This design comes from an exercise in tuning for small area, a short achievable clock period and few clock cycles per item on the open sky130 flow, not from production work. At most, simulation tests tie the RTL to the original design; equivalence was not proved. Function not checked in runs 2 to 4: the RTL went through the layout flow alone. No activity file was given, so power comes from the tool's default toggle rates.

<file path="flow/run.sh">
#!/bin/bash
# synth_recipe.tcl (not shown) runs the flow's synth.tcl, then flattens the netlist and writes it again
# the make line also repeats each setting of config.mk as NAME=value (left out here)
make -C /OpenROAD-flow-scripts/flow DESIGN_CONFIG=/design/flow/config.mk WORK_HOME=/design/flow/orfs CLKGATE_MAP_FILE= SYNTH_SCRIPT=/design/flow/synth_recipe.tcl finish
</file>
<file path="flow/config.mk">
export PLATFORM = sky130hd
export DESIGN_NAME = sort_paralell
export DESIGN_NICKNAME = sort_paralell
export VERILOG_FILES = /design/flow/design.v
export SDC_FILE = /design/flow/constraint.sdc
export NUM_CORES = 4
export LEC_CHECK = 0
export CAP_MARGIN = 20
export CORE_MARGIN = 2
export CORE_UTILIZATION = 40
export SLEW_MARGIN = 20
</file>
<file path="flow/constraint.sdc">
create_clock -name core_clock -period 5.0 [get_ports {clk}]
set_input_delay 1.0000 -clock core_clock [delete_from_list [all_inputs] [get_ports {clk}]]
set_output_delay 1.0000 -clock core_clock [all_outputs]
set_load 0.01 [all_outputs]
</file>
<file path="flow/design.v">
module sort_paralell(
				input 					clk,
				input 					rst_n,
				input						en,
				input 		[15:0] 	in0, in1, in2, in3, in4, in5, in6, in7,
				output reg				complete,
				output reg 	[15:0] 	out0, out1, out2, out3, out4, out5, out6,out7
						);
reg [15:0] out_temp[7:0];				 
reg  [6:0] a;
reg  [6:0] b;
reg  [6:0] c;
reg  [6:0] d;
reg  [6:0] e;
reg  [6:0] f;
reg  [6:0] g;
reg  [6:0] h;
reg add_start;      
reg assignm_start;  
reg out_start;      
reg [3:0] mid0, mid1, mid2, mid3, mid4, mid5, mid6, mid7;  
reg [15:0] d1_0, d1_1, d1_2, d1_3, d1_4, d1_5, d1_6, d1_7;
reg [15:0] d2_0, d2_1, d2_2, d2_3, d2_4, d2_5, d2_6, d2_7;
always@(posedge clk or negedge rst_n)
begin
	if(!rst_n)
		begin
			a <= 7'b000_0000;
			b <= 7'b000_0000;
			c <= 7'b000_0000;
			d <= 7'b000_0000;
			e <= 7'b000_0000;
			f <= 7'b000_0000;
			g <= 7'b000_0000;
			h <= 7'b000_0000;
			d1_0 <= 16'd0; d1_1 <= 16'd0; d1_2 <= 16'd0; d1_3 <= 16'd0;
			d1_4 <= 16'd0; d1_5 <= 16'd0; d1_6 <= 16'd0; d1_7 <= 16'd0;
			add_start <= 0;
		end
		else
			begin
			add_start <= en;
			if(en)
			begin
				if(in0 >= in1) a[0] <= 1'b1;
				else a[0] <= 1'b0;
				if(in0 >= in2) a[1] <= 1'b1;
				else a[1] <= 1'b0;
				if(in0 >= in3) a[2] <= 1'b1;
				else a[2] <= 1'b0;
				if(in0 >= in4) a[3] <= 1'b1;
				else a[3] <= 1'b0;
				if(in0 >= in5) a[4] <= 1'b1;
				else a[4] <= 1'b0;
				if(in0 >= in6) a[5] <= 1'b1;
				else a[5] <= 1'b0;
				if(in0 >= in7) a[6] <= 1'b1;
				else a[6] <= 1'b0;
				if(in1 > in0) b[0] <= 1'b1;
				else b[0] <= 1'b0;
				if(in1 >= in2) b[1] <= 1'b1;
				else b[1] <= 1'b0;
				if(in1 >= in3) b[2] <= 1'b1;
				else b[2] <= 1'b0;
				if(in1 >= in4) b[3] <= 1'b1;
				else b[3] <= 1'b0;
				if(in1 >= in5) b[4] <= 1'b1;
				else b[4] <= 1'b0;
				if(in1 >= in6) b[5] <= 1'b1;
				else b[5] <= 1'b0;
				if(in1 >= in7) b[6] <= 1'b1;
				else b[6] <= 1'b0;
				if(in2 > in0) c[0] <= 1'b1;
				else c[0] <= 1'b0;
				if(in2 > in1) c[1] <= 1'b1;
				else c[1] <= 1'b0;
				if(in2 >= in3) c[2] <= 1'b1;
				else c[2] <= 1'b0;
				if(in2 >= in4) c[3] <= 1'b1;
				else c[3] <= 1'b0;
				if(in2 >= in5) c[4] <= 1'b1;
				else c[4] <= 1'b0;
				if(in2 >= in6) c[5] <= 1'b1;
				else c[5] <= 1'b0;
				if(in2 >= in7) c[6] <= 1'b1;
				else c[6] <= 1'b0;
				if(in3 > in0) d[0] <= 1'b1;
				else d[0] <= 1'b0;
				if(in3 > in1) d[1] <= 1'b1;
				else d[1] <= 1'b0;
				if(in3 > in2) d[2] <= 1'b1;
				else d[2] <= 1'b0;
				if(in3 >= in4) d[3] <= 1'b1;
				else d[3] <= 1'b0;
				if(in3 >= in5) d[4] <= 1'b1;
				else d[4] <= 1'b0;
				if(in3 >= in6) d[5] <= 1'b1;
				else d[5] <= 1'b0;
				if(in3 >= in7) d[6] <= 1'b1;
				else d[6] <= 1'b0;
				if(in4 > in0) e[0] <= 1'b1;
				else e[0] <= 1'b0;
				if(in4 > in1) e[1] <= 1'b1;
				else e[1] <= 1'b0;
				if(in4 > in2) e[2] <= 1'b1;
				else e[2] <= 1'b0;
				if(in4 > in3) e[3] <= 1'b1;
				else e[3] <= 1'b0;
				if(in4 >= in5) e[4] <= 1'b1;
				else e[4] <= 1'b0;
				if(in4 >= in6) e[5] <= 1'b1;
				else e[5] <= 1'b0;
				if(in4 >= in7) e[6] <= 1'b1;
				else e[6] <= 1'b0;
				if(in5 > in0) f[0] <= 1'b1;
				else f[0] <= 1'b0;
				if(in5 > in1) f[1] <= 1'b1;
				else f[1] <= 1'b0;
				if(in5 > in2) f[2] <= 1'b1;
				else f[2] <= 1'b0;
				if(in5 > in3) f[3] <= 1'b1;
				else f[3] <= 1'b0;
				if(in5 > in4) f[4] <= 1'b1;
				else f[4] <= 1'b0;
				if(in5 >= in6) f[5] <= 1'b1;
				else f[5] <= 1'b0;
				if(in5 >= in7) f[6] <= 1'b1;
				else f[6] <= 1'b0;
				if(in6 > in0) g[0] <= 1'b1;
				else g[0] <= 1'b0;
				if(in6 > in1) g[1] <= 1'b1;
				else g[1] <= 1'b0;
				if(in6 > in2) g[2] <= 1'b1;
				else g[2] <= 1'b0;
				if(in6 > in3) g[3] <= 1'b1;
				else g[3] <= 1'b0;
				if(in6 > in4) g[4] <= 1'b1;
				else g[4] <= 1'b0;
				if(in6 > in5) g[5] <= 1'b1;
				else g[5] <= 1'b0;
				if(in6 >= in7) g[6] <= 1'b1;
				else g[6] <= 1'b0;
				if(in7 > in0) h[0] <= 1'b1;
				else h[0] <= 1'b0;
				if(in7 > in1) h[1] <= 1'b1;
				else h[1] <= 1'b0;
				if(in7 > in2) h[2] <= 1'b1;
				else h[2] <= 1'b0;
				if(in7 > in3) h[3] <= 1'b1;
				else h[3] <= 1'b0;
				if(in7 > in4) h[4] <= 1'b1;
				else h[4] <= 1'b0;
				if(in7 > in5) h[5] <= 1'b1;
				else h[5] <= 1'b0;
				if(in7 > in6) h[6] <= 1'b1;
				else h[6] <= 1'b0;
				d1_0 <= in0; d1_1 <= in1; d1_2 <= in2; d1_3 <= in3;
				d1_4 <= in4; d1_5 <= in5; d1_6 <= in6; d1_7 <= in7;
			end
			end
end
always@(posedge clk or negedge rst_n)
begin
	if(!rst_n)
		begin
			mid0 <= 4'b0000;
			mid1 <= 4'b0000;
			mid2 <= 4'b0000;
			mid3 <= 4'b0000;
			mid4 <= 4'b0000;
			mid5 <= 4'b0000;
			mid6 <= 4'b0000;
			mid7 <= 4'b0000;
			d2_0 <= 16'd0; d2_1 <= 16'd0; d2_2 <= 16'd0; d2_3 <= 16'd0;
			d2_4 <= 16'd0; d2_5 <= 16'd0; d2_6 <= 16'd0; d2_7 <= 16'd0;
			assignm_start <= 0;
		end
	else
		begin
		assignm_start <= add_start;
		if(add_start == 1)
		begin
			mid0 <= a[0] + a[1] + a[2] + a[3] + a[4] + a[5] + a[6];
			mid1 <= b[0] + b[1] + b[2] + b[3] + b[4] + b[5] + b[6];
			mid2 <= c[0] + c[1] + c[2] + c[3] + c[4] + c[5] + c[6];
			mid3 <= d[0] + d[1] + d[2] + d[3] + d[4] + d[5] + d[6];
			mid4 <= e[0] + e[1] + e[2] + e[3] + e[4] + e[5] + e[6];
			mid5 <= f[0] + f[1] + f[2] + f[3] + f[4] + f[5] + f[6];
			mid6 <= g[0] + g[1] + g[2] + g[3] + g[4] + g[5] + g[6];
			mid7 <= h[0] + h[1] + h[2] + h[3] + h[4] + h[5] + h[6];
			d2_0 <= d1_0; d2_1 <= d1_1; d2_2 <= d1_2; d2_3 <= d1_3;
			d2_4 <= d1_4; d2_5 <= d1_5; d2_6 <= d1_6; d2_7 <= d1_7;
		end
		end
end
always@(posedge clk or negedge rst_n)
begin
	if(!rst_n)
		begin
			out_temp[0]  <= 16'b00000000_00000000;
			out_temp[1]  <= 16'b00000000_00000000;
			out_temp[2]  <= 16'b00000000_00000000;
			out_temp[3]  <= 16'b00000000_00000000;
			out_temp[4]  <= 16'b00000000_00000000;
			out_temp[5]  <= 16'b00000000_00000000;
			out_temp[6]  <= 16'b00000000_00000000;
			out_temp[7]  <= 16'b00000000_00000000;
			out_start <= 0;
		end
	else
		begin
		out_start <= assignm_start;
		if(assignm_start == 1)
		begin
			out_temp[mid0[2:0]] <= d2_0;
			out_temp[mid1[2:0]] <= d2_1;
			out_temp[mid2[2:0]] <= d2_2;
			out_temp[mid3[2:0]] <= d2_3;
			out_temp[mid4[2:0]] <= d2_4;
			out_temp[mid5[2:0]] <= d2_5;
			out_temp[mid6[2:0]] <= d2_6;
			out_temp[mid7[2:0]] <= d2_7;
		end
		end
end
always@(posedge clk or negedge rst_n)
begin
	if(!rst_n)
		begin
			out0 <= 16'b00000000_00000000;
			out1 <= 16'b00000000_00000000;
			out2 <= 16'b00000000_00000000;
			out3 <= 16'b00000000_00000000;
			out4 <= 16'b00000000_00000000;
			out5 <= 16'b00000000_00000000;
			out6 <= 16'b00000000_00000000;
			out7 <= 16'b00000000_00000000;
			complete <= 0;
		end
	else
		begin
		complete <= out_start;
		if(out_start == 1)
		begin
			out0 <= out_temp[0];
			out1 <= out_temp[1];
			out2 <= out_temp[2];
			out3 <= out_temp[3];
			out4 <= out_temp[4];
			out5 <= out_temp[5];
			out6 <= out_temp[6];
			out7 <= out_temp[7];
		end
		end
end
endmodule
</file>
==> results of run 1 <==
==> per-stage QoR <==
stage	hold WS [ns]	cells	util [%]	power [W]	setup WS, ns
global route	0.503	5959	46.1	0.0296	1.55
detailed placement	0.469	5831	43.8	0.0223	1.24
finish	0.447	5969	46.2	0.0286	1.55
global placement	0.466	5831	43.8	0.0222	1.22
floorplan	0.370	4467	-	0.0159	2.54
CTS	0.467	5956	46.1	0.0278	1.74
==> worst paths after layout <==
kind	startpoint	to	cells after the start
setup reg to reg	mid6[1]	out_temp[0][14]	6
setup / recovery	mid6[1]	out_temp[0][14]	6
min in group core_clock	d1_6[2]	d2_6[2]	2
hold / removal	rst_n	out0[2]	1
hold reg to reg	d1_6[2]	d2_6[2]	2
max in group asynchronous	rst_n	d1_4[3]	2
==> cell usage in the layout, fill, tap and decap left out, types with 96 or more instances in the layout <==
cell type / Yosys / final
a22oi_1: 105 / 105
mux2_2: 360 / 360
a21oi_1: 241 / 241
clkdlybuf4s50_1: 0 / 257
nand2_1: 276 / 276
ha_1: 448 / 448
inv_1: 249 / 249
o211ai_1: 161 / 161
a221oi_1: 116 / 116
o21ai_0: 271 / 271
nand3_1: 96 / 96
a31oi_1: 114 / 114
nor2_1: 160 / 158
dfrtp_1: 596 / 592
==> cell families (layout without fill, tap and decap cells) <==
logic type / count (synthesis) / after routing
simple gates: 986 / 986
buf+inv: 634 / 732
other cells: 0 / 13
mux: 390 / 390
fa+ha+maj: 480 / 480
compound gates: 1381 / 1381
flops: 596 / 596
==> power by group through the flow <==
| stage | combinational [W] | clock, W | sequential, W |
|---|---|---|---|
| after floorplan | 0.00857 | 0 | 0.00729 |
| after global placement | 0.0137 | 0 | 0.00850 |
| after detailed placement | 0.0138 | 0 | 0.00852 |
| after CTS | 0.0138 | 0.00554 | 0.00843 |
| after global routing | 0.0152 | 0.00575 | 0.00863 |
| final | 0.0145 | 0.00545 | 0.00861 |
==> metal layers <==
metal	track usage, %	vias to the layer above
li1	-	17000
met3	13.1	777
met1	50.5	19900
met2	57.4	2671
met5	0	-
met4	25.4	16
==> area by class of cell <==
class / instances / area (sq um) / area share [%]
sequential: 596 / 14900 / 30.8
timing repair buffer: 358 / 3430 / 7.07
inverter: 249 / 935 / 1.93
tap: 1391 / 1740 / 3.59
clock buffer: 94 / 1930 / 3.98
clock inverter: 31 / 520 / 1.07
antenna: 13 / 32.5 / 0.0670
multi-input combinational: 3237 / 25000 / 51.6
==> run_results.csv, run 1 <==
group,metric,value,unit
min_path,hp-class,"in2async",
power_and_ir_drop,power.density,589,mW/mm^2
route,wl_per_cell,36.7,um
route,drc_errors,0,
route,wl_met2,91400,um
die,fp.dieH,329,um
synth,yosys-top-cells-area,"dfrtp_1, ha_1, mux2_2, o21ai_0, o211ai_1",
power_and_ir_drop,clkPwrFrac,19.1,%
synth,synthAdderAreaFrac,14.7,%
final_layout,syn_to_final_growth,14.5,%
timing,setup_viol,0,
global_route,grt_pass1_wl,300000,um
timing,max-slew-margin-rel,17.5,%
synth,synth.net_count,5078,
worst_setup_path,critPathTopFamily,"compound AO/OA/AOI/OAI gates",
synth,synth_top_area_cell,"dfrtp_1",
global_route,grt_pass1_vias,37500,
timing,tns,0,ns
route,totalWireLength,219000,um
synth,syn_area_per_cell,9.49,sq um
final_layout,fill_cells,10100,
synth,syn-cell-area,0.0424,sq mm
clock_network,post_cts_buffers,0,
die,io-pin-count,260,
route,top_layer_used,"met5",
synth,synthArstFlopShare,100,%
synth,synth_compound_area_share,21.9,%
route,via_count,40400,
power_and_ir_drop,p_int,0.0149,W
synth,synthMuxAreaShare,10.3,%
worst_setup_path,path_cells,"buf_4, or3_1, o21a_1, o211ai_1, o2111ai_1, a31oi_1",
power_and_ir_drop,vdd_drop_max,0.431,mV
worst_setup_path,end_kind,"register",
die,chipWidth,329,um
route,viasPerCell,6.76,
route,drtIter0Drc,5763,
timing,rsz0062_at_grt,"no",
worst_setup_path,arrival,3.96,ns
global_route,antenna_found_initial,22,
clock_network,cts_buffers,69,
final_layout,drive_gt1_share,14.0,%
power_and_ir_drop,swShare,48.0,%
synth,ys_seq_area_share,35.2,%
worst_setup_path,regToRegSetupSlack,1.55,ns
clock_network,clock_latency,0.67,ns
die,dieArea,0.109,sq mm
timing,hold_viol_final,0,
worst_setup_path,cp_max_fo,33,
clock_network,clockBufferDepth,3,
die,fp-row-count,119,
final_layout,largest_reg_flops,128,
synth,ys_ff_latch,596,
global_route,track_usage,39.6,%
worst_setup_path,worst-path-buf-inv,1,
synth,ys_warn_count,2,
power_and_ir_drop,cellLeakagePower,20.1,nW
synth,yosysMostFrequentCell,"dfrtp_1",
synth,ys_top_cells_by_count,"dfrtp_1, ha_1, mux2_2",
run_status,status,"timing/DRC/antenna clean",
placement,routabilityCongestion,1.11,
synth,ys_types,65,
synth,synth_top_family_by_area,"compound AO/OA/AOI/OAI gates",
final_layout,fin_nets,5122,
clock_network,holdBufCountCts,0,
power_and_ir_drop,switchingPower,0.0137,W
worst_setup_path,critPathSlowestCell,"or3_1",
synth,synth_ff_type,"dfrtp_1",
die,core_area,0.105,sq mm
clock_network,cts_sinks,596,
timing,timing.fmax,289,MHz
run,max-cap-violations,0,
worst_setup_path,required,5.50,ns
synth,synth-xor-area-share,0,%
synth,synth_top_area_share,35.2,%
die,start_util,40.3,%
synth,synth_edf_count,0,
synth,synthCells,4467,
route,firstDrtPassIters,7,
global_route,grt_max_degree,146,
clock_network,cts_tree,"done",
synth,synth-simple-area-share,12.0,%
timing,skew,0.0373,ns
timing,min_period_over_period,69.1,%
placement,port-buffer-count,259,
route,routedLengthMet1,86400,um
timing,finalMaxSlewViolations,0,
worst_setup_path,slowest_delay,0.78,ns
placement,placed_cell_area,0.0460,sq mm
clock_network,h-tree-depth,3,
clock_network,clk_pin_slew_worst_paths,0.07,ns
worst_setup_path,start_kind,"register",
route,wl_met3,23900,um
global_route,grt_overflow_total,0,
timing,tightest_slew,1.24,ns
final_layout,top_register,"out_temp",
final_layout,final_area,0.0485,sq mm
placement,dp_hpwl,157000,um
clock_network,cts_root_buffer,"clkbuf_16",
clock_network,cts_resized,0,
route,ant_nets,0,
power_and_ir_drop,p_comb_share,50.8,%
worst_setup_path,path_class,"reg2reg",
power_and_ir_drop,seq_power_share,30.1,%
timing,final.min_clock_period,3.45,ns
Testbench counts, summed over its fixed seeds: cycles 2,072, items 2,048.
==> run 2, diff against run 1 <==
==> flow/design.v (replaced) <==
module sort_paralell(
				input 					clk,
				input 					rst_n,
				input						en,
				input 		[15:0] 	in0, in1, in2, in3, in4, in5, in6, in7,
				output reg				complete,
				output reg 	[15:0] 	out0, out1, out2, out3, out4, out5, out6,out7
						);
wire [15:0] in_w [0:7];
assign in_w[0] = in0; assign in_w[1] = in1; assign in_w[2] = in2; assign in_w[3] = in3;
assign in_w[4] = in4; assign in_w[5] = in5; assign in_w[6] = in6; assign in_w[7] = in7;
reg        v1;               
reg [15:0] d1 [0:7];         
reg        ge [0:7][0:7];    
integer i, j, p;
always @(posedge clk or negedge rst_n)
	if (!rst_n) v1 <= 1'b0;
	else        v1 <= en;
always @(posedge clk) begin
	for (i = 0; i < 8; i = i + 1) begin
		d1[i] <= in_w[i];
		for (j = i + 1; j < 8; j = j + 1)
			ge[i][j] <= (in_w[i] >= in_w[j]);
	end
end
reg [2:0] rank [0:7];
always @* begin
	for (i = 0; i < 8; i = i + 1) begin
		rank[i] = 3'd0;
		for (j = 0; j < 8; j = j + 1)
			if (j < i)      rank[i] = rank[i] + {2'b00, ~ge[j][i]};
			else if (j > i) rank[i] = rank[i] + {2'b00,  ge[i][j]};
	end
end
reg [15:0] placed [0:7];
always @* begin
	for (p = 0; p < 8; p = p + 1) begin
		placed[p] = 16'd0;
		for (i = 0; i < 8; i = i + 1)
			placed[p] = placed[p] | ({16{rank[i] == p}} & d1[i]);
	end
end
always @(posedge clk or negedge rst_n)
	if (!rst_n) complete <= 1'b0;
	else        complete <= v1;
always @(posedge clk) begin
	out0 <= placed[0]; out1 <= placed[1]; out2 <= placed[2]; out3 <= placed[3];
	out4 <= placed[4]; out5 <= placed[5]; out6 <= placed[6]; out7 <= placed[7];
end
endmodule
==> run 2 against run 1 <==
Effect of this change: combinational power is about 30% lower; register-to-register slack worse by 0.62 ns; utilization increased by 1.6 points; maximum frequency decreased by 15%; synthesized cell count down 43%; global-route usage decreased by 2.3 points; hold slack got worse by 0.094 ns; clock skew fell by 0.022 ns; total power is 44% lower; flip-flop and latch count is 310 lower; cell count down 42%; setup slack lost 0.62 ns.
==> run_results.csv, run 2 <==
group,metric,value,unit
clock_network,clockBufferDepth,3,
route,totalWireLength,111000,um
synth,synth.net_count,3160,
route,ant_nets,0,
power_and_ir_drop,vdd_drop_max,0.466,mV
run,max-cap-violations,0,
clock_network,holdBufCountCts,0,
clock_network,post_cts_buffers,0,
placement,dpl_worst_slack,1.11,ns
clock_network,cts_sinks,286,
synth,synth_top_area_share,25.2,%
timing,max-slew-margin-rel,10.8,%
final_layout,fill_cells,5288,
die,dieArea,0.0583,sq mm
synth,yosysMostFrequentCell,"ha_1",
timing,rsz0062_at_grt,"no",
final_layout,multi_input_area,0.0153,sq mm
synth,ys_types,51,
placement,routabilityCongestion,1.04,
global_route,grt_pass1_vias,22800,
synth,syn-cell-area,0.0225,sq mm
timing,fin_ws,0.922,ns
die,io-pin-count,260,
timing,timing.fmax,245,MHz
synth,synthCells,2549,
die,core_area,0.0561,sq mm
global_route,grt_max_degree,28,
worst_setup_path,worstSetupEndpoint,"out3[15]",
global_route,grt_overflow_total,0,
final_layout,reg_top3,"d1 x128, ge x28",
route,firstDrtPassIters,11,
synth,synth_edf_count,0,
timing,tns,0,ns
timing,final.min_clock_period,4.08,ns
timing,tightest_slew,1.34,ns
final_layout,fin_nets,3296,
worst_setup_path,end_kind,"register",
route,drc_errors,0,
power_and_ir_drop,p_total,0.0162,W
global_route,antenna_found_initial,2,
clock_network,cts_resized,0,
die,fp.dieH,241,um
synth,synth_top_area_cell,"dfxtp_1",
power_and_ir_drop,power.density,604,mW/mm^2
placement,port-buffer-count,259,
worst_setup_path,critical_path.startpoint,"ge[55]",
global_route,grt_pass1_wl,158000,um
route,wl_per_cell,32.1,um
worst_setup_path,cp_max_fo,14,
clock_network,cts_buffers,31,
final_layout,final_common_cell,"ha_1",
synth,ys_warn_count,5,
timing,setup_viol,0,
clock_network,clk_pin_slew_worst_paths,0.07,ns
final_layout,drive_gt1_share,5.35,%
run_status,status,"timing/DRC/antenna clean",
global_route,track_usage,37.3,%
timing,min_period_over_period,81.6,%
worst_setup_path,arrival,4.62,ns
synth,syn_area_per_cell,8.84,sq um
synth,synthArstFlopShare,0.699,%
synth,synth_ff_type,"dfxtp_1",
final_layout,instances_no_fill,3468,
worst_setup_path,start_kind,"register",
worst_setup_path,required,5.55,ns
timing,finalMaxSlewViolations,0,
route,drtIter0Drc,3592,
timing,skew,0.0151,ns
final_layout,layout_common_cells,"ha_1, dfxtp_1, clkdlybuf4s50_1",
placement,dp_hpwl,82900,um
synth,yosys-top-cells-area,"dfxtp_1, ha_1, a22oi_1, a221oi_1, nand3_1",
die,fp-row-count,87,
worst_setup_path,timing.rr.start,"ge[55]",
final_layout,largest_reg_flops,128,
placement,place_inst,3408,
clock_network,h-tree-depth,1,
synth,ys_seq_area_share,25.4,%
final_layout,seqCellArea,0.00574,sq mm
worst_setup_path,path_class,"reg2reg",
worst_setup_path,regToRegSetupSlack,0.92,ns
timing,hold_viol_final,0,
route,viasPerCell,6.76,
clock_network,clock_latency,0.61,ns
clock_network,cts_root_buffer,"clkbuf_16",
route,via_count,23400,
final_layout,top_register,"d1",
die,chipWidth,241,um
clock_network,cts_tree,"done",
synth,ys_top_cells_by_count,"ha_1, dfxtp_1, a22oi_1",
synth,ys_ff_latch,286,
die,start_util,40.2,%
min_path,hp-class,"reg2reg",
final_layout,syn_to_final_growth,18.8,%
power_and_ir_drop,cellLeakagePower,12.0,nW
worst_setup_path,r2r_cells,11,
worst_setup_path,r2r-end,"out3[15]",
-- run 2: changes by cell type after synthesis, moves of 102 or more --
cell and delta:
dfrtp_1 -594, mux2_2 -360, dfxtp_1 +284, clkbuf_1 -183, o211ai_1 -161, o21ai_0 -137, a22oi_1 +115, a31oi_1 -110
nand2_1 -102
-- run 2: kinds of logic after synthesis --
logic type,count (synthesis),share of synthesized area [%]
fa+ha+maj,480,27.7
flops,286,25.4
buf+inv,385,7.05
simple gates,559,13.0
compound gates,839,26.8
-- run 2: metrics by stage --
stage / hold slack (ns) / instance area [sq um] / utilization, %
final: 0.353 / 26800 / 47.8
after global routing: 0.368 / 26800 / 47.8
after CTS: 0.355 / 26800 / 47.8
after detailed placement: 0.340 / 25700 / 45.8
after global placement: 0.338 / 25700 / 45.8
after floorplan: 0.331 / 22500 / -
-- run 2: area by class of cell --
cell class	instances	area share, %
Antenna cell	2	0.0187
Multi-Input combinational cell	1878	57.3
Tap cell	756	3.53
Timing Repair Buffer	309	11.1
Clock buffer	34	3.05
Clock inverter	24	1.09
Inverter	179	2.51
Sequential cell	286	21.4
-- run 2: worst min-delay path by stage --
stage	from	end	slack (ns)	depth (start not counted)
6_report	v1	complete	0.35	0
3_3_place_gp	v1	complete	0.34	0
5_1_grt	v1	complete	0.37	0
3_5_place_dp	v1	complete	0.34	0
2_1_floorplan	v1	complete	0.33	0
4_1_cts	v1	complete	0.36	0
-- run 2: report_power, final --
group          switching, W  total [W]  internal [W]
registers          0.000481    0.00350       0.00302
clock network       0.00114    0.00256       0.00142
logic               0.00630     0.0101       0.00381
total               0.00792     0.0162       0.00824
-- run 2: critical path: stages, from the launching register on --
cell and delay (ns):
dfxtp_1 0.31, inv_1 0.08, fa_1 0.51, inv_1 0.05
fa_1 0.45, fa_1 0.38, inv_1 0.08, fa_1 0.58
nand2b_1 0.30, nor2_2 0.92, a221oi_1 0.20, nand3_1 0.15
-- run 2: metal layers --
layer	part of all wire, %	GRT usage, %	vias to the layer above	routed length [um]
li1	-	-	10000	-
met1	40	48.0	11400	45000
met2	43	57.1	1642	47700
met3	9.7	8.30	429	10900
met4	7.0	22.1	0	7750
met5	0	0	-	0
==> run 3, diff against run 2 <==
==> flow/design.v (replaced) <==
module sort_paralell(
				input 					clk,
				input 					rst_n,
				input						en,
				input 		[15:0] 	in0, in1, in2, in3, in4, in5, in6, in7,
				output reg				complete,
				output reg 	[15:0] 	out0, out1, out2, out3, out4, out5, out6,out7
						);
function automatic ge16(input [15:0] a, input [15:0] b);
	reg [15:0] g, l;
	reg [7:0]  g1, l1;
	reg [3:0]  g2, l2;
	reg [1:0]  g3, l3;
	integer k;
	begin
		g = a & ~b;
		l = ~a & b;
		for (k = 0; k < 8; k = k + 1) begin
			g1[k] = g[2*k+1] | (~l[2*k+1] & g[2*k]);
			l1[k] = l[2*k+1] | (~g[2*k+1] & l[2*k]);
		end
		for (k = 0; k < 4; k = k + 1) begin
			g2[k] = g1[2*k+1] | (~l1[2*k+1] & g1[2*k]);
			l2[k] = l1[2*k+1] | (~g1[2*k+1] & l1[2*k]);
		end
		for (k = 0; k < 2; k = k + 1) begin
			g3[k] = g2[2*k+1] | (~l2[2*k+1] & g2[2*k]);
			l3[k] = l2[2*k+1] | (~g2[2*k+1] & l2[2*k]);
		end
		ge16 = g3[1] | (~l3[1] & ~l3[0]);
	end
endfunction
function automatic [7:0] onehot7(input [6:0] c);
	reg [3:0] x;
	reg [4:0] y;
	integer m, n;
	begin
		x[0] = ~c[0] & ~c[1] & ~c[2];
		x[1] = (c[0] & ~c[1] & ~c[2]) | (~c[0] & c[1] & ~c[2]) | (~c[0] & ~c[1] & c[2]);
		x[2] = (c[0] & c[1] & ~c[2]) | (c[0] & ~c[1] & c[2]) | (~c[0] & c[1] & c[2]);
		x[3] = c[0] & c[1] & c[2];
		y[0] = ~c[3] & ~c[4] & ~c[5] & ~c[6];
		y[1] = (c[3] & ~c[4] & ~c[5] & ~c[6]) | (~c[3] & c[4] & ~c[5] & ~c[6]) |
		       (~c[3] & ~c[4] & c[5] & ~c[6]) | (~c[3] & ~c[4] & ~c[5] & c[6]);
		y[2] = (c[3] & c[4] & ~c[5] & ~c[6]) | (c[3] & ~c[4] & c[5] & ~c[6]) |
		       (c[3] & ~c[4] & ~c[5] & c[6]) | (~c[3] & c[4] & c[5] & ~c[6]) |
		       (~c[3] & c[4] & ~c[5] & c[6]) | (~c[3] & ~c[4] & c[5] & c[6]);
		y[3] = (~c[3] & c[4] & c[5] & c[6]) | (c[3] & ~c[4] & c[5] & c[6]) |
		       (c[3] & c[4] & ~c[5] & c[6]) | (c[3] & c[4] & c[5] & ~c[6]);
		y[4] = c[3] & c[4] & c[5] & c[6];
		onehot7 = 8'd0;
		for (m = 0; m < 4; m = m + 1)
			for (n = 0; n < 5; n = n + 1)
				onehot7[m+n] = onehot7[m+n] | (x[m] & y[n]);
	end
endfunction
wire [15:0] in_w [0:7];
assign in_w[0] = in0; assign in_w[1] = in1; assign in_w[2] = in2; assign in_w[3] = in3;
assign in_w[4] = in4; assign in_w[5] = in5; assign in_w[6] = in6; assign in_w[7] = in7;
integer i, j, p;
reg ge [0:7][0:7];
always @* begin
	for (i = 0; i < 8; i = i + 1)
		for (j = 0; j < 8; j = j + 1)
			ge[i][j] = (j > i) ? ge16(in_w[i], in_w[j]) : 1'b0;
end
reg [6:0] above [0:7];
reg [7:0] sel [0:7];         
always @* begin
	for (i = 0; i < 8; i = i + 1) begin
		p = 0;
		for (j = 0; j < 8; j = j + 1)
			if (j != i) begin
				above[i][p] = (j < i) ? ~ge[j][i] : ge[i][j];
				p = p + 1;
			end
		sel[i] = onehot7(above[i]);
	end
end
reg [15:0] placed [0:7];
always @* begin
	for (p = 0; p < 8; p = p + 1) begin
		placed[p] = 16'd0;
		for (i = 0; i < 8; i = i + 1)
			placed[p] = placed[p] | ({16{sel[i][p]}} & in_w[i]);
	end
end
always @(posedge clk or negedge rst_n)
	if (!rst_n) complete <= 1'b0;
	else        complete <= en;
always @(posedge clk) begin
	out0 <= placed[0]; out1 <= placed[1]; out2 <= placed[2]; out3 <= placed[3];
	out4 <= placed[4]; out5 <= placed[5]; out6 <= placed[6]; out7 <= placed[7];
end
endmodule
--- a/flow/config.mk
+++ b/flow/config.mk
@@ -8,4 +8,5 @@
 export CAP_MARGIN = 20
 export CORE_MARGIN = 2
 export CORE_UTILIZATION = 40
+export SETUP_SLACK_MARGIN = 2.8
 export SLEW_MARGIN = 20
==> run 3 against run 2 <==
Effect of this change: the flow now stops in 5_1_grt; synthesized area decreased by 3.5%; synthesized cell count increased by 26%.
==> run_results.csv, run 3 <==
group,metric,value,unit
synth,ys_seq_area_share,11.9,%
die,chipWidth,237,um
synth,ys_ff_latch,129,
synth,syn-cell-area,0.0218,sq mm
global_route,grt_overflow_total,8,
synth,synthArstFlopShare,0.775,%
run_status,toolErrorMsg,"[ERROR GRT-0232] Routing congestion too high. Check the congestion heatmap in the GUI.",
clock_network,cts_sinks,129,
synth,yosysMostFrequentCell,"nand2_1",
synth,ys_top_cells_by_count,"nand2_1, a21oi_1, o21ai_0",
run_status,stop_stage,"5_1_grt",
synth,ys_warn_count,5,
die,io-pin-count,260,
die,fp.dieH,237,um
clock_network,clockBufferDepth,2,
clock_network,h-tree-depth,4,
synth,synth_ff_type,"dfxtp_1",
clock_network,cts_buffers,17,
timing,worst_endpoint,"out2[10]$_DFF_P_/D",
synth,synth_top_area_share,11.8,%
placement,port-buffer-count,259,
global_route,track_usage,78.0,%
synth,synth.net_count,3341,
synth,synth_edf_count,0,
placement,dp_hpwl,137000,um
synth,synth_top_area_cell,"dfxtp_1",
die,fp-row-count,85,
synth,yosys-top-cells-area,"dfxtp_1, a21oi_1, o21ai_0, nand2_1, maj3_1",
clock_network,cts_root_buffer,"clkbuf_16",
placement,routabilityCongestion,1.34,
global_route,grt_max_degree,23,
synth,synthCells,3210,
die,start_util,40.4,%
run_status,status,"stopped before the end",
synth,ys_types,105,
timing,worst-endpoint-pin-kind,"register data pin",
synth,syn_area_per_cell,6.78,sq um
[run 3: power groups by stage]
stage                     logic, W  clock network, W  registers (W)
after floorplan            0.00305                 0        0.00172
after global placement     0.00724                 0        0.00166
after detailed placement   0.00736                 0        0.00166
after CTS                  0.00817           0.00136        0.00164
[run 3: logic make-up after synthesis]
| logic type | count (synthesis) | synth area share, % |
|---|---|---|
| buffers and inverters | 510 | 10.2 |
| DFF | 129 | 11.9 |
| muxes | 11 | 0.529 |
| xor gates and xnor gates | 23 | 1.01 |
| and+or+nand+nor | 1003 | 22.9 |
| adders and majority gates | 105 | 4.87 |
| AOI/OAI and AO/OA | 1429 | 48.7 |
[run 3: timing repair]
| action | 4_1_cts |
|---|---|
| gates cloned | 14 |
| gates resized for setup | 660 |
| setup buffers | 156 |
| setup endpoints to repair | 257 |
| pin swaps | 169 |
| hold buffers | 0 |
[run 3: how the worst max path moves through the flow]
stage	endpoint	slack, ns	depth (start not counted)
2_1_floorplan	out4[4]	0.61	14
3_3_place_gp	out7[6]	-1.03	15
3_5_place_dp	out3[15]	-0.92	16
4_1_cts	out2[1]	0.47	18
[run 3: per-stage QoR]
stage	instances	setup slack [ns]	TNS, ns	instance area [sq um]
detailed placement	4996	-0.924	-70.01	34700
floorplan	3210	0.614	0	22800
global placement	4993	-1.03	-102.48	34700
CTS	5198	0.467	0	38800
[run 3: per-layer routing]
layer | overflow | global-route usage, %
met1 | 0 | 79.3
met4 | 2 | 74.6
met5 | 0 | 40.9
met3 | 0 | 67.6
met2 | 6 | 89.9
==> run 4, diff against run 3 <==
--- a/flow/design.v
+++ b/flow/design.v
@@ -57,12 +57,19 @@
 wire [15:0] in_w [0:7];
 assign in_w[0] = in0; assign in_w[1] = in1; assign in_w[2] = in2; assign in_w[3] = in3;
 assign in_w[4] = in4; assign in_w[5] = in5; assign in_w[6] = in6; assign in_w[7] = in7;
+reg        v1;               
+reg [15:0] d1 [0:7];         
+reg        ge [0:7][0:7];    
 integer i, j, p;
-reg ge [0:7][0:7];
-always @* begin
-	for (i = 0; i < 8; i = i + 1)
-		for (j = 0; j < 8; j = j + 1)
-			ge[i][j] = (j > i) ? ge16(in_w[i], in_w[j]) : 1'b0;
+always @(posedge clk or negedge rst_n)
+	if (!rst_n) v1 <= 1'b0;
+	else        v1 <= en;
+always @(posedge clk) begin
+	for (i = 0; i < 8; i = i + 1) begin
+		d1[i] <= in_w[i];
+		for (j = i + 1; j < 8; j = j + 1)
+			ge[i][j] <= ge16(in_w[i], in_w[j]);
+	end
 end
 reg [6:0] above [0:7];
 reg [7:0] sel [0:7];         
@@ -82,12 +89,12 @@
 	for (p = 0; p < 8; p = p + 1) begin
 		placed[p] = 16'd0;
 		for (i = 0; i < 8; i = i + 1)
-			placed[p] = placed[p] | ({16{sel[i][p]}} & in_w[i]);
+			placed[p] = placed[p] | ({16{sel[i][p]}} & d1[i]);
 	end
 end
 always @(posedge clk or negedge rst_n)
 	if (!rst_n) complete <= 1'b0;
-	else        complete <= en;
+	else        complete <= v1;
 always @(posedge clk) begin
 	out0 <= placed[0]; out1 <= placed[1]; out2 <= placed[2]; out3 <= placed[3];
 	out4 <= placed[4]; out5 <= placed[5]; out6 <= placed[6]; out7 <= placed[7];
==> run 4 against run 3 <==
Effect of this change: the run now finishes clean; synthesized cell count down 1.2%; synthesized area up 7.7%.
==> run_results.csv, run 4 <==
group,metric,value,unit
power_and_ir_drop,vdd_drop_max,0.315,mV
worst_setup_path,end_kind,"register",
route,firstDrtPassIters,20,
synth,syn_area_per_cell,7.39,sq um
final_layout,layout_common_cells,"buf_4, dfxtp_1, nand2_1",
synth,synth_ff_type,"dfxtp_1",
synth,synthArstFlopShare,0.699,%
worst_setup_path,path_class,"reg2reg",
worst_setup_path,critPathTopFamily,"compound AO/OA/AOI/OAI gates",
worst_setup_path,path_cells,"xnor2_1, a221o_1, a222oi_1, buf_4, a22oi_2, buf_12, a22o_1, a2111oi_2, nand4_1",
timing,rsz0062_at_grt,"yes",
power_and_ir_drop,p_comb_share,55.9,%
run_status,status,"timing/DRC/antenna clean",
synth,ys_types,84,
synth,synth_top_family_by_area,"compound AO/OA/AOI/OAI gates",
die,io-pin-count,260,
global_route,track_usage,49.7,%
final_layout,reg_top3,"d1 x128, ge x28",
worst_setup_path,critPathSlowestCell,"nand4_1",
timing,max-slew-margin-rel,40.6,%
placement,dp_hpwl,97300,um
timing,hold_viol_final,0,
final_layout,final_common_cell,"buf_4",
route,ant_nets,0,
run,max-cap-violations,0,
global_route,grt_pass1_vias,31100,
placement,place_inst,3902,
clock_network,cts_root_buffer,"clkbuf_16",
clock_network,cts_buffers,34,
power_and_ir_drop,p_int,0.00753,W
timing,timing.fmax,335,MHz
synth,yosys-top-cells-area,"dfxtp_1, a22oi_1, maj3_1, a221oi_1, clkbuf_1",
power_and_ir_drop,clkPwrFrac,20.2,%
worst_setup_path,cp_max_fo,9,
global_route,grt_max_degree,30,
synth,synth_top_area_share,24.3,%
worst_setup_path,worst-path-buf-inv,2,
route,viasPerCell,7.57,
die,start_util,40.5,%
route,routedLengthMet1,54100,um
global_route,grt_pass1_wl,220000,um
die,dieArea,0.0605,sq mm
synth,synth_compound_area_share,39.5,%
timing,final.min_clock_period,2.98,ns
final_layout,post-route-util,63.5,%
synth,ys_seq_area_share,24.5,%
timing,finalMaxSlewViolations,0,
route,via_count,33400,
final_layout,syn_to_final_growth,56.8,%
timing,tightest_slew,0.889,ns
power_and_ir_drop,p_total,0.0135,W
synth,synth-simple-area-share,19.2,%
final_layout,fin_nets,3747,
die,chipWidth,246,um
die,core_area,0.0578,sq mm
power_and_ir_drop,power.density,366,mW/mm^2
clock_network,h-tree-depth,2,
global_route,antenna_found_initial,12,
clock_network,cts_sinks,286,
placement,routabilityCongestion,1.07,
clock_network,clock_latency,0.60,ns
route,drtIter0Drc,6224,
final_layout,drive_gt1_share,40.7,%
timing,setup_viol,0,
synth,synth_top_area_cell,"dfxtp_1",
timing,min_period_over_period,59.7,%
route,drc_errors,0,
route,wl_per_cell,36.2,um
timing,tns,0,ns
synth,synth-xor-area-share,1.71,%
synth,yosysMostFrequentCell,"clkbuf_1",
worst_setup_path,start_kind,"register",
timing,whs,0.349,ns
worst_setup_path,arrival,3.28,ns
synth,ys_top_cells_by_count,"clkbuf_1, dfxtp_1, nand2_1",
worst_setup_path,slowest_delay,0.42,ns
min_path,hp-class,"reg2reg",
worst_setup_path,required,5.30,ns
route,top_layer_used,"met5",
final_layout,instances_no_fill,4417,
synth,synth_edf_count,0,
synth,synth.net_count,3303,
die,fp-row-count,88,
route,totalWireLength,160000,um
global_route,grt_overflow_total,0,
clock_network,cts_tree,"done",
clock_network,clockBufferDepth,3,
power_and_ir_drop,switchingPower,0.00592,W
die,fp.dieH,246,um
synth,ys_ff_latch,286,
clock_network,clk_pin_slew_worst_paths,0.06,ns
final_layout,largest_reg_flops,128,
synth,synthCells,3172,
synth,synthAdderAreaFrac,5.17,%
route,wl_met2,64700,um
synth,synthMuxAreaShare,0.523,%
timing,skew,0.0216,ns
route,wl_met3,23700,um
synth,syn-cell-area,0.0234,sq mm
power_and_ir_drop,seq_power_share,23.9,%
placement,port-buffer-count,259,
final_layout,top_register,"d1",
power_and_ir_drop,cellLeakagePower,14.3,nW
synth,ys_warn_count,6,
power_and_ir_drop,swShare,44.0,%
## run 4: cell families (layout without fill, tap and decap cells)
group / count (synthesis) / in the layout
other: 0 / 11
buffers and inverters: 561 / 1025
adder cells (fa/ha/maj): 121 / 121
XOR/XNOR: 44 / 44
multiplexers: 12 / 13
flip-flops: 286 / 286
AO/OA/AOI/OAI: 1253 / 1256
AND/OR/NAND/NOR: 895 / 896
## run 4: worst register-to-register path, stage by stage (launching register included)
cell	delay, ns
dfxtp_4	0.41
xnor2_1	0.21
a221o_1	0.36
a222oi_1	0.41
buf_4	0.20
a22oi_2	0.09
buf_12	0.17
a22o_1	0.20
a2111oi_2	0.22
nand4_1	0.42
## run 4: through the flow
step	instance area [sq um]	worst slack, ns
3_3_place_gp	27100	0.877
4_1_cts	34500	2.34
3_5_place_dp	27100	0.889
2_1_floorplan	24700	2.33
6_report	36700	2.02
5_1_grt	36700	2.05
## run 4: per-layer routing
metal / vias to the layer above / global-route usage [%]
met4: 8 / 39.6
li1: 13200 / -
met3: 1180 / 19.6
met5: - / 1.31
met2: 3283 / 71.9
met1: 15800 / 57.9
## run 4: layout make-up
class / count / area, sq um
multi-input combinational: 2330 / 19500
fill: 4916 / 21100
timing repair inverter: 2 / 12.5
timing repair buffer: 805 / 8410
clock buffer: 40 / 913
sequential: 286 / 5850
clock inverter: 21 / 303
antenna: 11 / 27.5
inverter: 157 / 771
tap: 765 / 957
## run 4: path summary, 6_finish.rpt
path	slack [ns]	start	cells past startpoint	to
min in group asynchronous	0.58	rst_n	1	v1
setup / recovery	2.02	ge[19]	9	out3[13]
max in group asynchronous	4.30	rst_n	1	complete
hold reg to reg	0.35	v1	0	complete
setup reg to reg	2.02	ge[19]	9	out3[13]
hold / removal	0.35	v1	0	complete
## run 4: power by group through the flow
| stage | Combinational (W) | Sequential [W] | Clock, W |
|---|---|---|---|
| 2_1_floorplan | 0.00290 | 0.00305 | 0 |
| 3_3_place_gp | 0.00496 | 0.00322 | 0 |
| 3_5_place_dp | 0.00499 | 0.00324 | 0 |
| 4_1_cts | 0.00645 | 0.00317 | 0.00271 |
| 5_1_grt | 0.00764 | 0.00322 | 0.00280 |
| 6_report | 0.00752 | 0.00321 | 0.00272 |
## run 4: timing repair
| action | in CTS | in global routing |
|---|---|---|
| cloned | 23 | 9 |
| gates resized for setup | 1349 | 356 |
| buffers inserted | 311 | 99 |
| setup endpoints to repair | 285 | 194 |
| pin swaps | 233 | 188 |
| hold buffers | 0 | 0 |
==> run 5, diff against run 4 <==
--- a/flow/design.v
+++ b/flow/design.v
@@ -7,27 +7,27 @@
 				output reg 	[15:0] 	out0, out1, out2, out3, out4, out5, out6,out7
 						);
 function automatic ge16(input [15:0] a, input [15:0] b);
-	reg [15:0] g, l;
-	reg [7:0]  g1, l1;
-	reg [3:0]  g2, l2;
-	reg [1:0]  g3, l3;
+	reg [15:0] g, q;
+	reg [7:0]  g1, q1;
+	reg [3:0]  g2, q2;
+	reg [1:0]  g3, q3;
 	integer k;
 	begin
 		g = a & ~b;
-		l = ~a & b;
+		q = a | ~b;
 		for (k = 0; k < 8; k = k + 1) begin
-			g1[k] = g[2*k+1] | (~l[2*k+1] & g[2*k]);
-			l1[k] = l[2*k+1] | (~g[2*k+1] & l[2*k]);
+			g1[k] = g[2*k+1] | (q[2*k+1] & g[2*k]);
+			q1[k] = g[2*k+1] | (q[2*k+1] & q[2*k]);
 		end
 		for (k = 0; k < 4; k = k + 1) begin
-			g2[k] = g1[2*k+1] | (~l1[2*k+1] & g1[2*k]);
-			l2[k] = l1[2*k+1] | (~g1[2*k+1] & l1[2*k]);
+			g2[k] = g1[2*k+1] | (q1[2*k+1] & g1[2*k]);
+			q2[k] = g1[2*k+1] | (q1[2*k+1] & q1[2*k]);
 		end
 		for (k = 0; k < 2; k = k + 1) begin
-			g3[k] = g2[2*k+1] | (~l2[2*k+1] & g2[2*k]);
-			l3[k] = l2[2*k+1] | (~g2[2*k+1] & l2[2*k]);
+			g3[k] = g2[2*k+1] | (q2[2*k+1] & g2[2*k]);
+			q3[k] = g2[2*k+1] | (q2[2*k+1] & q2[2*k]);
 		end
-		ge16 = g3[1] | (~l3[1] & ~l3[0]);
+		ge16 = g3[1] | (q3[1] & q3[0]);
 	end
 endfunction
 function automatic [7:0] onehot7(input [6:0] c);
@@ -57,18 +57,18 @@
 wire [15:0] in_w [0:7];
 assign in_w[0] = in0; assign in_w[1] = in1; assign in_w[2] = in2; assign in_w[3] = in3;
 assign in_w[4] = in4; assign in_w[5] = in5; assign in_w[6] = in6; assign in_w[7] = in7;
+integer i, j, p;
 reg        v1;               
-reg [15:0] d1 [0:7];         
+reg [15:0] d [0:7];          
 reg        ge [0:7][0:7];    
-integer i, j, p;
 always @(posedge clk or negedge rst_n)
 	if (!rst_n) v1 <= 1'b0;
 	else        v1 <= en;
 always @(posedge clk) begin
 	for (i = 0; i < 8; i = i + 1) begin
-		d1[i] <= in_w[i];
-		for (j = i + 1; j < 8; j = j + 1)
-			ge[i][j] <= ge16(in_w[i], in_w[j]);
+		d[i] <= in_w[i];
+		for (j = 0; j < 8; j = j + 1)
+			ge[i][j] <= (j > i) ? ge16(in_w[i], in_w[j]) : 1'b0;
 	end
 end
 reg [6:0] above [0:7];
@@ -89,7 +89,7 @@
 	for (p = 0; p < 8; p = p + 1) begin
 		placed[p] = 16'd0;
 		for (i = 0; i < 8; i = i + 1)
-			placed[p] = placed[p] | ({16{sel[i][p]}} & d1[i]);
+			placed[p] = placed[p] | ({16{sel[i][p]}} & d[i]);
 	end
 end
 always @(posedge clk or negedge rst_n)
--- a/flow/config.mk
+++ b/flow/config.mk
@@ -8,5 +8,5 @@
 export CAP_MARGIN = 20
 export CORE_MARGIN = 2
 export CORE_UTILIZATION = 40
-export SETUP_SLACK_MARGIN = 2.8
+export SETUP_SLACK_MARGIN = 2.5
 export SLEW_MARGIN = 20
==> run 5 against run 4 <==
Effect of this change: still clean; synthesized cell count shrank 6.1%; clock skew grew 0.0060 ns; setup slack gained 0.23 ns; via count shrank 11%; count of clock-buffer cells in the layout shrank 1; utilization shrank 8.9 points; cell area shrank 18%; non-clock buffer count shrank 242; critical path depth grew 2; critical endpoint is now out3[14].
==> run_results.csv, run 5 <==
group,metric,value,unit
final_layout,fill_cells,5047,
final_layout,top_register,"d",
final_layout,drive_gt1_share,22.6,%
worst_setup_path,critical_path.most_common_cell,"buf_4",
power_and_ir_drop,clkPwrFrac,19.7,%
global_route,grt_pass1_vias,26500,
final_layout,largest_reg_flops,128,
synth,ys_seq_area_share,25.6,%
timing,rsz0062_at_grt,"yes",
power_and_ir_drop,power.density,389,mW/mm^2
synth,synth_top_area_share,25.4,%
placement,routabilityCongestion,1.07,
die,fp.dieH,241,um
die,core_area,0.0552,sq mm
timing,tightest_slew,1.19,ns
placement,dp_hpwl,90300,um
worst_setup_path,arrival,3.16,ns
global_route,grt_overflow_total,0,
timing,timing.fmax,363,MHz
global_route,track_usage,42.4,%
global_route,grt_pass1_wl,183000,um
worst_setup_path,critPathSlowestCell,"dfxtp_4",
clock_network,cts_sinks,286,
synth,ys_top_cells_by_count,"dfxtp_1, a22oi_1, o21ai_0",
power_and_ir_drop,p_int,0.00671,W
synth,syn-cell-area,0.0224,sq mm
timing,min_period_over_period,55.1,%
synth,synth_edf_count,0,
die,dieArea,0.0579,sq mm
synth,ys_types,93,
route,wl_per_cell,34.0,um
synth,ys_ff_latch,286,
global_route,grt_max_degree,36,
power_and_ir_drop,seq_power_share,27.1,%
die,start_util,40.6,%
final_layout,post-route-util,54.7,%
worst_setup_path,end_kind,"register",
clock_network,cts_buffers,30,
run_status,status,"timing/DRC/antenna clean",
synth,yosys-top-cells-area,"dfxtp_1, a22oi_1, o21ai_0, a222oi_1, clkbuf_1",
timing,setup_viol,0,
worst_setup_path,cp_max_fo,8,
die,io-pin-count,260,
route,ant_nets,0,
worst_setup_path,critPathTopFamily,"compound AO/OA/AOI/OAI gates",
power_and_ir_drop,switchingPower,0.00504,W
power_and_ir_drop,cellLeakagePower,11.3,nW
clock_network,h-tree-depth,1,
route,drtIter0Drc,6049,
clock_network,clock_latency,0.60,ns
route,firstDrtPassIters,13,
min_path,hp-class,"reg2reg",
power_and_ir_drop,p_comb_share,53.2,%
placement,port-buffer-count,259,
synth,yosysMostFrequentCell,"dfxtp_1",
clock_network,clk_pin_slew_worst_paths,0.07,ns
power_and_ir_drop,swShare,42.9,%
synth,synth.net_count,3109,
worst_setup_path,worst-path-buf-inv,4,
final_layout,layout_common_cells,"a22oi_1, dfxtp_1, o21ai_0",
synth,ys_warn_count,6,
die,chipWidth,241,um
clock_network,cts_root_buffer,"clkbuf_16",
worst_setup_path,slowest_delay,0.41,ns
worst_setup_path,start_kind,"register",
final_layout,syn_to_final_growth,34.7,%
global_route,antenna_found_initial,3,
synth,synth_ff_type,"dfxtp_1",
route,totalWireLength,135000,um
route,viasPerCell,7.50,
timing,whs,0.351,ns
clock_network,cts_tree,"done",
route,drc_errors,0,
final_layout,final_common_cell,"a22oi_1",
timing,skew,0.0275,ns
synth,synth_top_area_cell,"dfxtp_1",
timing,finalMaxSlewViolations,0,
final_layout,reg_top3,"d x128, ge x28",
power_and_ir_drop,vdd_drop_max,0.240,mV
run,max-cap-violations,0,
placement,dpl_worst_slack,0.702,ns
power_and_ir_drop,p_total,0.0117,W
timing,max-slew-margin-rel,20.4,%
route,via_count,29700,
synth,synthArstFlopShare,0.699,%
timing,final.min_clock_period,2.76,ns
timing,fin_ws,2.24,ns
worst_setup_path,path_cells,"buf_8, xor2_4, a222oi_1, buf_4, nor2_2, a211o_4, buf_12, mux2_4, buf_4, a22oi_2, nand4_1",
final_layout,fin_nets,3312,
synth,synthCells,2978,
clock_network,clockBufferDepth,3,
synth,syn_area_per_cell,7.52,sq um
die,fp-row-count,86,
timing,hold_viol_final,0,
worst_setup_path,required,5.41,ns
timing,tns,0,ns
worst_setup_path,path_class,"reg2reg",
-- run 5: cell types whose count changed after synthesis, moves of 21 or more --
cell      delta
a22oi_1     +95
nor2_1      -64
clkbuf_1    -62
maj3_1      -58
o21ai_0     +58
a221oi_1    -46
inv_1       -40
nand2_1     -40
a222oi_1    +32
buf_2       +27
nand2b_1    -25
or2_2       -21
-- run 5: layout make-up --
class | instances | area (sq um) | area share [%]
well taps | 748 | 936 | 3.10
multi-input cells | 2181 | 16100 | 53.2
inverters | 116 | 536 | 1.77
diodes | 3 | 7.51 | 0.0249
clock buffers | 39 | 866 | 2.87
repair inverters | 3 | 20.0 | 0.0663
flip-flops and latches | 286 | 5830 | 19.3
clock inverters | 16 | 151 | 0.502
repair buffers | 563 | 5770 | 19.1
-- run 5: worst register-to-register path, delay by kind of cell, from the launching register on --
| family | cells | cell delay [ns] |
|---|---|---|
| AOI/OAI and AO/OA | 3 | 0.76 |
| xor gates and xnor gates | 1 | 0.15 |
| buffers and inverters | 4 | 0.68 |
| DFF | 1 | 0.41 |
| muxes | 1 | 0.35 |
| and+or+nand+nor | 2 | 0.23 |
-- run 5: repair_timing --
| item | 4_1_cts | 5_1_grt |
|---|---|---|
| endpoints found under the hold margin | 0 | 0 |
| gates resized for setup | 461 | 260 |
| cloned | 9 | 15 |
| hold buffers | 0 | 0 |
| pin swaps | 89 | 123 |
| buffers inserted | 121 | 100 |
| setup endpoints to repair | 168 | 150 |
-- run 5: final timing paths --
path	from	endpoint	slack (ns)	cells past startpoint
min	v1	complete	0.35	0
min in group asynchronous	rst_n	complete	0.58	1
min reg2reg	v1	complete	0.35	0
max	ge[23]	out3[14]	2.24	11
max in group asynchronous	rst_n	v1	4.31	1
max reg2reg	ge[23]	out3[14]	2.24	11
-- run 5: metrics by stage --
stage	area [sq um]	instances
after CTS	28100	3837
after global placement	24900	3652
after global routing	30200	3952
after floorplan	22400	2978
after detailed placement	24900	3652
final	30200	3955
-- run 5: cells by family (layout without fill, tap and decap cells) --
kind of cell,after synthesis,after routing,share of synthesized area (%)
xor gates and xnor gates,34,34,1.43
AOI/OAI and AO/OA,1338,1341,43.4
buffers and inverters,518,737,9.60
and+or+nand+nor,717,718,16.1
adders and majority gates,68,68,3.07
other,0,3,0
muxes,17,20,0.832
DFF,286,286,25.6
-- run 5: routing by layer --
| metal | wire [um] | part of all wire [%] | GRT usage (%) |
|---|---|---|---|
| met4 | 11500 | 8.5 | 25.6 |
| met5 | 0 | 0 | 0 |
| met3 | 18900 | 14 | 10.9 |
| met2 | 53800 | 40 | 61.9 |
| met1 | 50400 | 37 | 56.0 |
-- run 5: power groups by stage --
| stage | clock, W | combinational (W) | sequential (W) |
|---|---|---|---|
| after global placement | 0 | 0.00449 | 0.00320 |
| after detailed placement | 0 | 0.00451 | 0.00322 |
| after CTS | 0.00233 | 0.00517 | 0.00316 |
| final | 0.00231 | 0.00625 | 0.00319 |
| after floorplan | 0 | 0.00257 | 0.00305 |
| after global routing | 0.00241 | 0.00637 | 0.00321 |
Testbench counts of run 5, summed over its fixed seeds: cycles 2,056, items 2,048.
==> run 6, diff against run 5 <==
==> flow/flow/run.sh (new file) <==
#!/bin/bash
# Layout flow: the standard ORFS flow (standard.sh), with
#  - port buffers of type buf_2 instead of the delay cell buffer_ports picks by default,
#  - timing repair aiming at a setup slack margin of 2.5 ns through CTS and 2.5 ns after global routing.
# Each make run's full output goes to a log of its own in the work folder.
set -euo pipefail
cd "$(dirname "$0")/.."
export BUFFER_PORTS_ARGS="-buffer_cell sky130_fd_sc_hd__buf_2"
SETUP_SLACK_MARGIN=2.5 bash standard.sh cts > make_to_cts.log 2>&1
SETUP_SLACK_MARGIN=2.5 bash standard.sh finish > make_finish.log 2>&1
test -f out/final.def
==> flow/standard.sh (new file) <==
#!/bin/bash
# synth_recipe.tcl (not shown) runs the flow's synth.tcl, then flattens the netlist and writes it again
# the make line also repeats each setting of config.mk as NAME=value (left out here)
make -C /OpenROAD-flow-scripts/flow DESIGN_CONFIG=/design/flow/config.mk WORK_HOME=/design/flow/orfs CLKGATE_MAP_FILE= SYNTH_SCRIPT=/design/flow/synth_recipe.tcl "${@:-finish}"
--- a/flow/config.mk
+++ b/flow/config.mk
@@ -8,5 +8,4 @@
 export CAP_MARGIN = 20
 export CORE_MARGIN = 2
 export CORE_UTILIZATION = 40
-export SETUP_SLACK_MARGIN = 2.5
 export SLEW_MARGIN = 20
removed: flow/run.sh
==> run 6 against run 5 <==
Effect of this change: sequential power rose by 3%; critical path depth fell by 1; largest cell class unchanged; clock power rose by 8%; count of clock-buffer cells in the layout fell by 2; cell area fell by 10%; synthesized area did not move; hold slack got worse by 0.18 ns; largest power group unchanged; register-to-register slack improved by 0.06 ns; die area did not move; critical endpoint is now out3[7]; still clean on timing, DRC and antenna; synthesized cell count did not move; total power fell by 5.8%; sequential share of layout area rose by 2.2 points.
==> run_results.csv, run 6 <==
group,metric,value,unit
run_status,status,"timing/DRC/antenna clean",
route,totalWireLength,132000,um
global_route,grt_pass1_vias,26200,
timing,skew,0.0279,ns
route,firstDrtPassIters,12,
worst_setup_path,worst-path-buf-inv,4,
final_layout,multi_input_area,0.0157,sq mm
timing,setup_viol,0,
synth,yosys-top-cells-area,"dfxtp_1, a22oi_1, o21ai_0, a222oi_1, clkbuf_1",
route,viasPerCell,7.61,
clock_network,h-tree-depth,1,
final_layout,reg_top3,"d x128, ge x28",
synth,ys_types,93,
worst_setup_path,timing.rr.start,"ge[23]",
placement,routabilityCongestion,1.01,
power_and_ir_drop,cellLeakagePower,10.2,nW
synth,yosysMostFrequentCell,"dfxtp_1",
timing,hold_viol_final,0,
die,fp.dieH,241,um
worst_setup_path,path_cells,"buf_12, xor2_4, a222oi_1, buf_4, buf_6, buf_6, o221ai_4, mux2_4, a222oi_1, nand4_1",
worst_setup_path,cp_max_fo,8,
global_route,grt_pass1_wl,181000,um
final_layout,top_register,"d",
final_layout,final_area,0.0272,sq mm
final_layout,layout_common_cells,"a22oi_1, dfxtp_1, buf_2",
clock_network,clock_latency,0.61,ns
clock_network,cts_buffers,31,
die,io-pin-count,260,
clock_network,cts_tree,"done",
min_path,hp-class,"in2async",
timing,min_period_over_period,54.0,%
die,start_util,40.6,%
die,core_area,0.0552,sq mm
final_layout,instances_no_fill,3811,
placement,place_inst,3622,
final_layout,drive_gt1_share,23.5,%
worst_setup_path,required,5.45,ns
synth,ys_ff_latch,286,
synth,syn-cell-area,0.0224,sq mm
worst_setup_path,r2r_cells,10,
route,wl_per_cell,34.6,um
timing,tightest_slew,0.952,ns
synth,synth_ff_type,"dfxtp_1",
worst_setup_path,slowest_delay,0.43,ns
synth,ys_warn_count,6,
worst_setup_path,path_class,"reg2reg",
synth,synthArstFlopShare,0.699,%
synth,ys_top_cells_by_count,"dfxtp_1, a22oi_1, o21ai_0",
timing,final.min_clock_period,2.70,ns
route,drtIter0Drc,6233,
global_route,grt_overflow_total,0,
global_route,track_usage,41.9,%
timing,tns,0,ns
placement,dp_hpwl,88700,um
die,chipWidth,241,um
synth,ys_seq_area_share,25.6,%
power_and_ir_drop,power.density,407,mW/mm^2
clock_network,cts_sinks,286,
clock_network,clockBufferDepth,3,
worst_setup_path,critPathSlowestCell,"mux2_4",
final_layout,largest_reg_flops,128,
worst_setup_path,regToRegSetupSlack,2.30,ns
timing,timing.fmax,370,MHz
placement,port-buffer-count,259,
worst_setup_path,start_kind,"register",
final_layout,syn_to_final_growth,21.2,%
final_layout,seqCellArea,0.00583,sq mm
worst_setup_path,critPathTopFamily,"compound AO/OA/AOI/OAI gates",
power_and_ir_drop,vdd_drop_max,0.327,mV
synth,synth_top_area_cell,"dfxtp_1",
synth,synth_edf_count,0,
global_route,antenna_found_initial,6,
die,fp-row-count,86,
run,max-cap-violations,0,
timing,max-slew-margin-rel,35.9,%
route,drc_errors,0,
clock_network,clk_pin_slew_worst_paths,0.07,ns
die,dieArea,0.0579,sq mm
final_layout,fill_cells,5446,
synth,synthCells,2978,
worst_setup_path,arrival,3.15,ns
power_and_ir_drop,p_total,0.0111,W
final_layout,fin_nets,3166,
placement,placed_cell_area,0.0234,sq mm
synth,synth_top_area_share,25.4,%
worst_setup_path,r2r-end,"out3[7]",
route,via_count,29000,
synth,synth.net_count,3109,
worst_setup_path,end_kind,"register",
route,ant_nets,0,
timing,rsz0062_at_grt,"yes",
clock_network,cts_root_buffer,"clkbuf_16",
synth,syn_area_per_cell,7.52,sq um
clock_network,holdBufCountCts,0,
global_route,grt_max_degree,32,
timing,finalMaxSlewViolations,0,
[run 6: stage by stage]
stage                     util, %  worst slack [ns]  hold WS (ns)
after CTS                    46.6              2.39         0.160
after global routing         49.2              2.23         0.172
after floorplan                 -              2.25         0.331
after global placement       42.3              1.43         0.344
final                        49.2              2.30         0.171
after detailed placement     42.3              1.44         0.348
[run 6: area by class of cell]
type / instances / area share (%)
Multi-Input combinational cell: 2181 / 57.7
Sequential cell: 286 / 21.5
Timing Repair Buffer: 419 / 11.6
Tap cell: 748 / 3.45
Clock buffer: 37 / 3.09
Inverter: 116 / 1.71
Clock inverter: 21 / 0.949
Antenna cell: 3 / 0.0276
[run 6: worst max-delay path by stage]
stage,startpoint,to,slack (ns),cells past startpoint
after floorplan,in1[0],ge[1],2.25,7
after global placement,ge[15],out3[10],1.43,7
after detailed placement,ge[15],out3[10],1.44,7
after CTS,ge[37],out5[5],2.39,8
after global routing,ge[23],out3[11],2.23,10
final,ge[23],out3[7],2.30,10
[run 6: power breakdown]
group | total (W) | internal [W] | switching (W)
clock network | 0.00249 | 0.00142 | 0.00107
logic | 0.00530 | 0.00203 | 0.00327
registers | 0.00327 | 0.00272 | 0.000549
total | 0.0111 | 0.00617 | 0.00489
[run 6: kinds of logic (layout without fill, tap and decap cells)]
family / Yosys count / count (layout) / share of synthesized area [%]
AOI/OAI and AO/OA: 1338 / 1339 / 43.4
xor gates and xnor gates: 34 / 34 / 1.43
adders and majority gates: 68 / 68 / 3.07
buffers and inverters: 518 / 593 / 9.60
DFF: 286 / 286 / 25.6
muxes: 17 / 21 / 0.832
other: 0 / 3 / 0
and+or+nand+nor: 717 / 719 / 16.1
[run 6: routing by layer]
layer  GRT usage (%)  wire length, um
met1            55.9            49300
met3            10.3            18400
met2            59.9            52000
met5               0               57
met4            27.5            11900
[run 6: timing repair]
action | in CTS | in global routing
resized for setup | 147 | 170
endpoints found under the setup margin | 151 | 139
hold endpoints to repair | 0 | 0
gates cloned | 5 | 9
pin swaps | 25 | 114
buffers inserted | 65 | 49

==> what the ideal ports hide <==
How much do the figures lean on ideal ports? The routed layouts below were timed once more, with nothing changed but the port constraints.
Step 1 (the two cells are an assumption about what drives the block):
set clk [get_ports {clk}]
set_driving_cell -lib_cell sky130_fd_sc_hd__clkbuf_16 $clk
set_driving_cell -lib_cell sky130_fd_sc_hd__buf_2 [delete_from_list [all_inputs] $clk]
Step 2 times the ports against the registers' clock, not the clock port: input delays grow and output delays shrink by t, the midpoint of the rising clock arrivals with the driver on.
Slacks: ideal ports / drivers / drivers and shift; pairs: ideal ports / drivers.
run	t, ns	setup WS [ns]	worst setup path after step 2	clock arrival spread, ns	worst register clock-pin slew, ns
run 1	0.724	1.545 / 1.545 / 1.199	input to register	0.047 / 0.047	0.07 / 0.07
run 2	0.661	0.922 / 0.922 / 0.922	register to register	0.017 / 0.017	0.08 / 0.08
run 4	0.655	2.017 / 2.017 / 2.017	register to register	0.021 / 0.021	0.07 / 0.07
run 5	0.649	2.244 / 2.244 / 1.840	input to register	0.028 / 0.028	0.09 / 0.09
run 6	0.650	2.300 / 2.300 / 1.855	input to register	0.030 / 0.030	0.08 / 0.08
After both steps setup and hold are still met in every run listed. The setup slack of run 6, which loses most, moves by 0.000 ns with the drivers and by -0.445 ns with both steps.
